This design comes from an exercise in tuning for small area on the open sky130 flow, not from production work. Only simulation tests tie the RTL to the original design; equivalence was not proved. No activity file was given, so power comes from the tool's default toggle rates.

## try-lagoon
// ef934x_video
module ef934x_video(
    input  wire       clk,       
    input  wire       rst,       
    input  wire  [7:0]d,
    input  wire       e,
    input  wire       cs_n,
    input  wire       cpu_r_w,
    input  wire       b_a,
    input  wire       c_t,
    output wire  [9:0]adr,
    output wire       r_w,
    output wire       sm_n,
    output wire       sg_n,
    output wire       st_n,
    input  wire  [7:0]busA_i,    
    input  wire  [7:0]busB_i,    
    output wire  [7:0]busA_o,    
    output wire       busA_oe,
    output wire  [7:0]busB_o,    
    output wire       busB_oe,
    output wire       r,
    output wire       g,
    output wire       b,
    output wire       tt,
    output wire       tl,
    output wire       i,
    input  wire       syt,
    input  wire       res_n);
Size: roughly 1500 cells after synthesis, ~71 I/O pins, ~11000 um^2 of cells after synthesis.
Settings: LEC_CHECK=0, CAP_MARGIN=20, CORE_MARGIN=2, CORE_UTILIZATION=55, CTS_BUF_LIST=sky130_fd_sc_hd__clkbuf_8, GPL_TIMING_DRIVEN=0, SLEW_MARGIN=20, SYNTH_MEMORY_MAX_BITS=32768; clock period 10.0 ns.
standard.sh (not shown) runs the stock make flow with config.mk's settings and CLKGATE_MAP_FILE= SYNTH_SCRIPT=/design/flow/synth_recipe.tcl, a recipe that flattens the netlist after the stock synthesis.
==> flow/flow/run.sh <==
#!/bin/bash
# Layout flow: the standard flow (standard.sh's make command), with
#  - the synthesis's final ABC mapping replaced by an area-oriented one
#    (flow/abc_area.script: &deepsyn with a time limit, then &nf mapping
#    with a relaxed delay target, i.e. for area);
#    registers, flattening and renaming as standard;
#  - port buffers of the smallest buffer cell (every port still buffered);
#  - CTS with the buffers of CTS_BUF_LIST and without dummy loads;
#  - synthesis's buffers removed at floorplan (REMOVE_ABC_BUFFERS).
# Each tool's output is in orfs/logs/...; make's output in flow.log.
set -euo pipefail
W=$PWD
sed 's#source $::env(SCRIPTS_DIR)/synth.tcl#source '"$W"'/my_synth_core.tcl#' synth_recipe.tcl > my_synth.tcl
sed 's#log_cmd abc {\*}$abc_args#log_cmd abc -script '"$W"'/flow/abc_area.script {*}[lrange $abc_args 2 end]#' \
    "$FLOW_HOME/scripts/synth.tcl" > my_synth_core.tcl
grep -q my_synth_core my_synth.tcl
grep -q "flow/abc_area.script" my_synth_core.tcl
BUFS=$(sed -n 's/^export CTS_BUF_LIST *= *//p' config.mk)
BUFS=${BUFS:-sky130_fd_sc_hd__clkbuf_4}
ROOT=$(cat flow/cts_root_buf.txt 2>/dev/null || true)
CTS="-sink_clustering_enable -repair_clock_nets -dont_use_dummy_load -buf_list {$BUFS}"
[ -n "$ROOT" ] && CTS="$CTS -root_buf $ROOT"
CSIZE=$(sed -n 's/^export CTS_CLUSTER_SIZE *= *//p' config.mk)
CDIAM=$(sed -n 's/^export CTS_CLUSTER_DIAMETER *= *//p' config.mk)
[ -n "$CSIZE" ] && CTS="$CTS -sink_clustering_size $CSIZE"
[ -n "$CDIAM" ] && CTS="$CTS -sink_clustering_max_diameter $CDIAM"
EXTRA="REMOVE_ABC_BUFFERS=1 BUFFER_PORTS_ARGS=\"-buffer_cell sky130_fd_sc_hd__buf_1\" CTS_ARGS=\"$CTS\""
sed "s#SYNTH_SCRIPT=[^ ]*#SYNTH_SCRIPT=$W/my_synth.tcl $EXTRA#" standard.sh > my_standard.sh
grep -q "SYNTH_SCRIPT=$W/my_synth.tcl" my_standard.sh
bash my_standard.sh "${FLOW_TARGET:-finish}" > flow.log 2>&1
==> flow/flow/abc_area.script <==
strash
dc2
&get -n
&deepsyn -T 300 -S 2
&put
strash
&get -n
&dch
&nf -R 1000
&put
strash
&get -n
&dch
&nf -R 1000
&put
topo
stime -c
try-lagoon: done, clean on timing, DRC and antenna
Input changes introduced in try-juniper (baseline for comparison: try-lagoon):
diff --git a/flow/flow/run.sh b/flow/flow/run.sh
--- a/flow/flow/run.sh
+++ b/flow/flow/run.sh
@@ -3,4 +3,3 @@
 #  - the synthesis's final ABC mapping replaced by an area-oriented one
-#    (flow/abc_area.script: &deepsyn with a time limit, then &nf mapping
-#    with a relaxed delay target, i.e. for area);
+#    (flow/abc_area.script: &deepsyn with a time limit, then area mapping);
 #    registers, flattening and renaming as standard;
@@ -8,3 +7,4 @@
 #  - CTS with the buffers of CTS_BUF_LIST and without dummy loads;
-#  - synthesis's buffers removed at floorplan (REMOVE_ABC_BUFFERS).
+#  - synthesis's buffers removed at floorplan (REMOVE_ABC_BUFFERS);
+#  - gates with timing slack downsized after global routing (RECOVER_POWER).
 # Each tool's output is in orfs/logs/...; make's output in flow.log.
@@ -26,3 +26,3 @@
 [ -n "$CDIAM" ] && CTS="$CTS -sink_clustering_max_diameter $CDIAM"
-EXTRA="REMOVE_ABC_BUFFERS=1 BUFFER_PORTS_ARGS=\"-buffer_cell sky130_fd_sc_hd__buf_1\" CTS_ARGS=\"$CTS\""
+EXTRA="REMOVE_ABC_BUFFERS=1 RECOVER_POWER=100 BUFFER_PORTS_ARGS=\"-buffer_cell sky130_fd_sc_hd__buf_1\" CTS_ARGS=\"$CTS\""
 sed "s#SYNTH_SCRIPT=[^ ]*#SYNTH_SCRIPT=$W/my_synth.tcl $EXTRA#" standard.sh > my_standard.sh
==> flow/flow/abc_area.script <==
strash
dc2
&get -n
&deepsyn -T 300 -S 2
&put
dch
map -a
strash
dch
map -a
topo
stime -c
--- outcome ---
try-juniper: all stages done; final checks FAILED (capacitance limit, slew limit).
Comparing try-lagoon with try-juniper, the power after layout came out essentially unchanged.
After detailed routing, try-lagoon needs less wire than try-juniper.
Going from try-lagoon to try-juniper, routability congestion estimate from global placement grew by a few percent.
Compared with try-lagoon, try-juniper shows a global routing met3 resource utilization that is 0.47 points lower.
Diff try-juniper..try-lagoon | remaining number of nets flagged by the antenna check after routing | negligible
The vias after detailed routing of try-juniper was inferior to that of try-lagoon.
try-lagoon -> try-juniper: power density over the cells decreased slightly
Met2 track utilization from global routing delta for try-juniper relative to try-lagoon: 6.2 points higher
try-juniper — total routing resource utilization after global routing 2.2 points higher, try-lagoon as reference
Share of the core filled with cells sits lower in try-juniper than in try-lagoon.
Input-level comparison between try-ember and try-juniper:
- swapping 55 for 40 in CORE_UTILIZATION
diff --git a/flow/flow/run.sh b/flow/flow/run.sh
--- a/flow/flow/run.sh
+++ b/flow/flow/run.sh
@@ -6,5 +6,3 @@
 #  - port buffers of the smallest buffer cell (every port still buffered);
-#  - CTS with the buffers of CTS_BUF_LIST and without dummy loads;
-#  - synthesis's buffers removed at floorplan (REMOVE_ABC_BUFFERS);
-#  - gates with timing slack downsized after global routing (RECOVER_POWER).
+#  - CTS with the buffers of CTS_BUF_LIST and without dummy loads.
 # Each tool's output is in orfs/logs/...; make's output in flow.log.
@@ -26,3 +24,3 @@
 [ -n "$CDIAM" ] && CTS="$CTS -sink_clustering_max_diameter $CDIAM"
-EXTRA="REMOVE_ABC_BUFFERS=1 RECOVER_POWER=100 BUFFER_PORTS_ARGS=\"-buffer_cell sky130_fd_sc_hd__buf_1\" CTS_ARGS=\"$CTS\""
+EXTRA="BUFFER_PORTS_ARGS=\"-buffer_cell sky130_fd_sc_hd__buf_1\" CTS_ARGS=\"$CTS\""
 sed "s#SYNTH_SCRIPT=[^ ]*#SYNTH_SCRIPT=$W/my_synth.tcl $EXTRA#" standard.sh > my_standard.sh
==> comparison <==
Via density per instance in try-ember is 0.63 below try-juniper.
A launch point of the worst path of rst is what try-juniper shows, while vin.adr[2]$_SDFF_PP0_ belongs to try-ember.
Looking at the reports, try-ember completed the entire flow and the layout it produced met the timing, design-rule and antenna checks.
Summary of the comparison: final estimated routing congestion in global placement is lower in try-ember, relative to try-juniper.
In try-ember the setup slack of the critical path after layout turned out 0.50 ns lower than in try-juniper.
Run comparison: try-ember last element of the critical path gen.OutA[2]$_SDFFE_PP0P_; try-juniper last element of the critical path vin.LineCounter[4]$_SDFFE_PP0P_
Modified inputs, try-maple compared to try-ember
- CORE_UTILIZATION changed from 40 to 55
diff --git a/flow/flow/run.sh b/flow/flow/run.sh
--- a/flow/flow/run.sh
+++ b/flow/flow/run.sh
@@ -6,3 +6,4 @@
 #  - port buffers of the smallest buffer cell (every port still buffered);
-#  - CTS with the buffers of CTS_BUF_LIST and without dummy loads.
+#  - CTS with the buffers of CTS_BUF_LIST and without dummy loads;
+#  - synthesis's buffers removed at floorplan (REMOVE_ABC_BUFFERS).
 # Each tool's output is in orfs/logs/...; make's output in flow.log.
@@ -24,3 +25,3 @@
 [ -n "$CDIAM" ] && CTS="$CTS -sink_clustering_max_diameter $CDIAM"
-EXTRA="BUFFER_PORTS_ARGS=\"-buffer_cell sky130_fd_sc_hd__buf_1\" CTS_ARGS=\"$CTS\""
+EXTRA="REMOVE_ABC_BUFFERS=1 BUFFER_PORTS_ARGS=\"-buffer_cell sky130_fd_sc_hd__buf_1\" CTS_ARGS=\"$CTS\""
 sed "s#SYNTH_SCRIPT=[^ ]*#SYNTH_SCRIPT=$W/my_synth.tcl $EXTRA#" standard.sh > my_standard.sh
Notes after the runs:
- Going from try-ember to try-maple, die span in x went down; final standard cell utilization of the core increased by 16 points relative to the old numbers; data arrival time of the critical path now sits lower.

## port drivers added, routing unchanged
The results above use ideal ports. As a check the final layouts listed here were re-extracted and re-timed, cells and wires unchanged. Step 1 sets driving cells, clkbuf_16 on the clock port and buf_2 on the other inputs (assumed; they add their load-dependent delay and slew). Step 2 times the ports against the registers' clock, not the clock port: input delays grow and output delays shrink by t, the midpoint of the rising clock arrivals with the driver on. a / b / c = ideal / step 1 / step 2; a / b = the first two.
| run | t, ns | slack for setup (ns) | hold WS [ns] | worst setup path after step 2 | worst data-port slew with drivers (ns) |
|---|---|---|---|---|---|
| try-lagoon | 0.489 | 4.085 / 4.085 / 4.085 | 0.442 / 0.442 / 0.442 | register to register | 0.05 |
| try-juniper | 0.496 | 3.289 / 3.315 / 2.819 | 0.429 / 0.429 / 0.429 | input to register | 0.04 |
| try-ember | 0.508 | 2.791 / 2.791 / 2.791 | 0.414 / 0.414 / 0.414 | register to register | 0.05 |
| try-maple | 0.498 | 3.601 / 3.586 / 3.601 | 0.426 / 0.426 / 0.426 | register to register | 0.04 |
For try-juniper, which loses most, drivers alone change the setup slack by +0.026 ns; drivers and shift together by -0.470 ns.
